This design comes from an exercise in tuning for small area, a short achievable clock period and few clock cycles on the open sky130 flow, not from production work. Where RTL was checked, it was by simulation tests only, not by an equivalence proof against the original. No activity file was given, so power comes from the tool's default toggle rates.

==> inputs of willow <==
Design SingleCycleCPU, start of the top module:
module SingleCycleCPU(halt, clk, rst,
                      imem_addr, imem_data,
                      dmem_addr, dmem_size, dmem_wdata, dmem_we, dmem_rdata);
clock: 230.0 ns
lec_check: 0
cap_margin: 20
core_margin: 2
core_utilization: 40
slew_margin: 20
standard.sh (not shown) runs the stock make flow with config.mk's settings and CLKGATE_MAP_FILE= SYNTH_SCRIPT=/design/flow/synth_recipe.tcl, a recipe that flattens the netlist after the stock synthesis.
==> flow/flow/run.sh <==
#!/bin/bash
# Standard layout (standard.sh) with: abc mapping for area (flow/area.abc),
# buf_2 port buffers, clock tree without dummy loads.
set -euo pipefail
here=$(pwd)
export MY_ABC_SCRIPT=$here/flow/area.abc
common='"BUFFER_PORTS_ARGS=-buffer_cell sky130_fd_sc_hd__buf_2" "CTS_ARGS=-sink_clustering_enable -repair_clock_nets -dont_use_dummy_load"'
sed -e "s#SYNTH_SCRIPT=[^ ]*#SYNTH_SCRIPT=$here/flow/synth.tcl#" \
    -e "s#\"\${@:-finish}\"#$common \"\${@:-finish}\"#" standard.sh > std_a.sh
grep -q "SYNTH_SCRIPT=$here/flow/synth.tcl" std_a.sh
grep -q "dont_use_dummy_load" std_a.sh
bash std_a.sh finish > flow_make.log 2>&1
==> flow/flow/area.abc <==
&get -n
&st
&dch
&nf -R 1000
&put
==> flow/flow/synth.tcl <==
# The standard flow's synthesis script (synth_recipe.tcl), with abc run on flow/area.abc
proc synth {args} { yosys synth -nofsm -noshare {*}$args }
proc abc {args} {
  set i [lsearch -exact $args -script]
  if { $i >= 0 } { lset args [expr {$i + 1}] $::env(MY_ABC_SCRIPT) }
  yosys abc {*}$args
}
source $::env(SCRIPTS_DIR)/synth.tcl
# left out here: clear keep_hierarchy, flatten, clean up, hide names made inside functions, write 1_2_yosys.v
==> delta: changes against willow <==
--- a/flow/design.v
+++ b/flow/design.v
@@ -168,17 +168,18 @@
    wire legal = ok_op | is_opimm | is_lui | is_auipc | is_jal |
                 (is_jalr & (f3 == 3'b000)) | (is_br & (f3[2:1] != 2'b01)) |
                 ok_load | ok_store;
    wire stall  = lu_stall | m_stall;
    wire x_go   = ir_v & ~stall & legal & ~halt_r;
    wire x_halt = ir_v & ~lu_stall & ~legal;
    wire take   = is_jal | is_jalr | (is_br & br_t);
    wire mispred  = ir_pred & ~(is_br & br_t);
-   wire redirect = x_go & (ir_pred ? mispred : take);
+   wire to_next  = (is_br | is_jal) & (imm_pc == 32'd4);
+   wire redirect = x_go & (ir_pred ? mispred : (take & ~to_next));
    wire [12:2] fall_lo = btb_tag + 11'd1;
    wire [31:0] fall = {18'd0, (btb_tag == 11'h7ff), fall_lo, 2'b00};
    wire [31:0] target = ir_pred ? fall : (is_jalr ? {sum[31:1], 1'b0} : pcadd);
    wire [12:2] xpc_lo = fpc[12:2] - 11'd1;
    wire btb_install = x_go & ~ir_pred & is_br & br_t & ir[31] &
                       (fpc[31:13] == 19'd0) & (pcadd[31:13] == 19'd0) & (fpc[12:2] != 11'd0);
    wire pred_hit = btb_v & (fpc[31:13] == 19'd0) & (fpc[12:2] == btb_tag);
    wire ev_use = btb_ev & x_go & (is_opimm | (is_op & ~is_m)) & (rd == btb_rs);
==> flow/flow/run.sh (replaced) <==
#!/bin/bash
# Standard layout (standard.sh) with: abc mapping for area (flow/area.abc),
# buf_2 port buffers, clock tree with larger sink clusters and no dummy loads, 55% utilisation,
# and from clock tree synthesis on, gate up-sizing aiming at the port-bound period.
set -euo pipefail
here=$(pwd)
export MY_ABC_SCRIPT=$here/flow/area.abc
extra='"BUFFER_PORTS_ARGS=-buffer_cell sky130_fd_sc_hd__buf_2" "CTS_ARGS=-sink_clustering_enable -repair_clock_nets -dont_use_dummy_load -sink_clustering_size 24 -sink_clustering_max_diameter 120" CORE_UTILIZATION=55'
sed -e "s#SYNTH_SCRIPT=[^ ]*#SYNTH_SCRIPT=$here/flow/synth.tcl#" \
    -e "s#\"\${@:-finish}\"#$extra \"\${@:-finish}\"#" standard.sh > std_a.sh
sed -e "s#\"\${@:-finish}\"#SETUP_SLACK_MARGIN=182.6 SETUP_MOVE_SEQUENCE=sizeup \"\${@:-finish}\"#" std_a.sh > std_b.sh
grep -q "SYNTH_SCRIPT=$here/flow/synth.tcl" std_a.sh
grep -q "SETUP_MOVE_SEQUENCE=sizeup" std_b.sh
bash std_a.sh place > flow_make_a.log 2>&1
bash std_b.sh finish > flow_make_b.log 2>&1
==> yarrow: changes against willow <==
--- a/flow/design.v
+++ b/flow/design.v
@@ -168,17 +168,18 @@
    wire legal = ok_op | is_opimm | is_lui | is_auipc | is_jal |
                 (is_jalr & (f3 == 3'b000)) | (is_br & (f3[2:1] != 2'b01)) |
                 ok_load | ok_store;
    wire stall  = lu_stall | m_stall;
    wire x_go   = ir_v & ~stall & legal & ~halt_r;
    wire x_halt = ir_v & ~lu_stall & ~legal;
    wire take   = is_jal | is_jalr | (is_br & br_t);
    wire mispred  = ir_pred & ~(is_br & br_t);
-   wire redirect = x_go & (ir_pred ? mispred : take);
+   wire to_next  = (is_br | is_jal) & (imm_pc == 32'd4);
+   wire redirect = x_go & (ir_pred ? mispred : (take & ~to_next));
    wire [12:2] fall_lo = btb_tag + 11'd1;
    wire [31:0] fall = {18'd0, (btb_tag == 11'h7ff), fall_lo, 2'b00};
    wire [31:0] target = ir_pred ? fall : (is_jalr ? {sum[31:1], 1'b0} : pcadd);
    wire [12:2] xpc_lo = fpc[12:2] - 11'd1;
    wire btb_install = x_go & ~ir_pred & is_br & br_t & ir[31] &
                       (fpc[31:13] == 19'd0) & (pcadd[31:13] == 19'd0) & (fpc[12:2] != 11'd0);
    wire pred_hit = btb_v & (fpc[31:13] == 19'd0) & (fpc[12:2] == btb_tag);
    wire ev_use = btb_ev & x_go & (is_opimm | (is_op & ~is_m)) & (rd == btb_rs);
==> flow/flow/run.sh (replaced) <==
#!/bin/bash
# Standard layout (standard.sh) with: abc mapping for area (flow/area.abc),
# buf_2 port buffers, clock tree with larger sink clusters and no dummy loads,
# and from clock tree synthesis on, gate up-sizing aiming at the port-bound period.
set -euo pipefail
here=$(pwd)
export MY_ABC_SCRIPT=$here/flow/area.abc
extra='"BUFFER_PORTS_ARGS=-buffer_cell sky130_fd_sc_hd__buf_2" "CTS_ARGS=-sink_clustering_enable -repair_clock_nets -dont_use_dummy_load -sink_clustering_size 24 -sink_clustering_max_diameter 120"'
sed -e "s#SYNTH_SCRIPT=[^ ]*#SYNTH_SCRIPT=$here/flow/synth.tcl#" \
    -e "s#\"\${@:-finish}\"#$extra \"\${@:-finish}\"#" standard.sh > std_a.sh
sed -e "s#\"\${@:-finish}\"#SETUP_SLACK_MARGIN=182.6 SETUP_MOVE_SEQUENCE=sizeup \"\${@:-finish}\"#" std_a.sh > std_b.sh
grep -q "SYNTH_SCRIPT=$here/flow/synth.tcl" std_a.sh
grep -q "SETUP_MOVE_SEQUENCE=sizeup" std_b.sh
bash std_a.sh place > flow_make_a.log 2>&1
bash std_b.sh finish > flow_make_b.log 2>&1
==> harbor: changes against willow <==
--- a/flow/design.v
+++ b/flow/design.v
@@ -194,26 +194,22 @@
         3'b110: ev_take = btb_r1 ? 1'b0 : ~ev_z;
         default: ev_take = btb_r1 ? 1'b1 : ev_z;
       endcase
    end
    wire pred_take = pred_hit & (~ev_use | ev_take);
    wire writes_rd = is_op | is_opimm | is_load | is_lui | is_auipc | is_jal | is_jalr;
    wire [31:0] fpc_inc;
    inc4 u_inc(.x(fpc), .y(fpc_inc));
-   wire wb_alu  = ~w_ld;
-   wire wb_r8   = w_ld & (w_f3[1:0] != 2'b00);
-   wire wb_s8   = w_ld & (w_f3[1:0] == 2'b00) & ~w_f3[2];
-   wire wb_r16  = w_ld & w_f3[1];
-   wire wb_s16  = w_ld & ~w_f3[1] & ~w_f3[2];
-   assign wb_val[7:0]   = ({8{wb_alu}} & w_data[7:0]) | ({8{w_ld}} & dmem_rdata[7:0]);
-   assign wb_val[15:8]  = ({8{wb_alu}} & w_data[15:8]) | ({8{wb_r8}} & dmem_rdata[15:8]) |
-                          {8{wb_s8 & dmem_rdata[31]}};
-   assign wb_val[31:16] = ({16{wb_alu}} & w_data[31:16]) | ({16{wb_r16}} & dmem_rdata[31:16]) |
-                          {16{wb_s16 & dmem_rdata[31]}};
+   wire [31:0] ld_val;
+   assign ld_val[7:0]   = dmem_rdata[7:0];
+   wire ld_fill = ~w_f3[2] & (w_f3[0] ? dmem_rdata[15] : dmem_rdata[7]);
+   assign ld_val[15:8]  = (w_f3[1:0] == 2'b00) ? {8{ld_fill}} : dmem_rdata[15:8];
+   assign ld_val[31:16] = w_f3[1] ? dmem_rdata[31:16] : {16{ld_fill}};
+   assign wb_val = w_ld ? ld_val : w_data;
    always @(posedge clk or negedge rst) begin
       if (!rst) begin
          fpc    <= 32'd0;
          ir_v   <= 1'b0;
          halt_r <= 1'b0;
          w_v    <= 1'b0;
          st_we  <= 1'b0;
          m_busy <= 1'b0;
==> flow/flow/run.sh (replaced) <==
#!/bin/bash
# Standard layout (standard.sh) with: abc mapping for area (flow/area.abc),
# buf_2 port buffers, and a clock tree from clkbuf_4 / clkbuf_8.
set -euo pipefail
here=$(pwd)
export MY_ABC_SCRIPT=$here/flow/area.abc
sed -e "s#SYNTH_SCRIPT=[^ ]*#SYNTH_SCRIPT=$here/flow/synth.tcl#" \
    -e 's#"${@:-finish}"#"BUFFER_PORTS_ARGS=-buffer_cell sky130_fd_sc_hd__buf_2" "CTS_BUF_LIST=sky130_fd_sc_hd__clkbuf_4 sky130_fd_sc_hd__clkbuf_8" "${@:-finish}"#' \
    standard.sh > my_standard.sh
grep -q "SYNTH_SCRIPT=$here/flow/synth.tcl" my_standard.sh
bash my_standard.sh > flow_make.log 2>&1
==> comparison table <==
item	delta	yarrow	willow	harbor
Run status	finished clean	finished clean	finished clean	finished clean
Final setup margin	182.58 ns	182.62 ns	182.26 ns	181.98 ns
Standard-cell row count	129	151	151	151
Count of TritonRoute iterations in the first routing pass	13	11	14	14
Area of the core	123600 um^2	169800 um^2	169700 um^2	169700 um^2
Fraction of post-synthesis cell area in the top cell type by area	46.28%	46.28%	46.36%	46.35%
Fraction of standard cell area in multi-input logic	44.61%	44.11%	43.12%	42.94%
Global-route track usage on met3	27.97%	14.70%	15.50%	15.11%
FF-to-FF setup slack	186.51 ns	185.81 ns	185.55 ns	185.51 ns
Standby leakage power	25.72 nW	25.83 nW	26.75 nW	27.28 nW
Reg-to-Reg End	w_data[27]	w_data[31]	w_data[29]	w_data[31]
Unrepaired setup endpoints after global routing	yes	yes	no	no
Per-cell routed wire length	43.66 um	43.54 um	41.23 um	40.04 um
Slew of the pin with the lowest slew margin	1.298 ns	1.284 ns	1.261 ns	1.296 ns
Number of inserted diodes	17	13	20	21
Part of the total power dissipated in combinational logic	47.5%	48.0%	42.3%	41.1%
Delay of the slowest critical-path stage	0.42 ns	0.52 ns	0.73 ns	0.84 ns
Per-instance average area after synthesis	10.97 um^2	10.97 um^2	11.09 um^2	11.03 um^2
Worst Reg-to-Reg Cells	133	137	140	140
Worst voltage drop across the vdd grid	0.009858 mV	0.008236 mV	0.006496 mV	0.006980 mV
Final Hold Slack	0.5620 ns	0.5709 ns	0.5596 ns	0.5747 ns
Count of nets after finishing	7185	7207	7199	7284
Fill cell count	10160	15750	15660	15660
Nonclk inv count	257	257	247	242
Relative area change from synthesis to final layout	10.99%	12.38%	14.93%	16.20%
Testbench counts of delta, summed over its fixed seeds: cycles 131,360.
Testbench counts of yarrow, summed over its fixed seeds: cycles 131,360.
For willow and harbor, only the layout was checked, not whether the RTL still works.

==> afterwards: timing with drivers on the ports <==
How much do the figures lean on ideal ports? The routed layouts below were timed once more, with nothing changed but the port constraints.
Step 1 (the two cells are an assumption about what drives the block):
set clk [get_ports {clk}]
set_driving_cell -lib_cell sky130_fd_sc_hd__clkbuf_16 $clk
set_driving_cell -lib_cell sky130_fd_sc_hd__buf_2 [delete_from_list [all_inputs] $clk]
Step 2 moves the port delays by t, midway between the first and last clock arrival at a register: inputs arrive t later, outputs are due t later. That takes back most of the time a late clock gives input paths.
Three values: ideal, step 1, step 2; two values: the first two.
| run | t (ns) | slack for setup (ns) | latest minus earliest clock arrival (ns) |
|---|---|---|---|
| willow | 0.861 | 182.255 / 182.171 / 182.380 | 0.096 / 0.095 |
| delta | 0.804 | 182.582 / 182.497 / 181.884 | 0.147 / 0.147 |
| yarrow | 0.797 | 182.618 / 182.529 / 182.065 | 0.141 / 0.141 |
| harbor | 1.067 | 181.982 / 181.990 / 180.956 | 0.054 / 0.053 |
After both steps setup and hold are still met in every run listed. The setup slack of harbor, which loses most, moves by +0.008 ns with the drivers and by -1.026 ns with both steps.
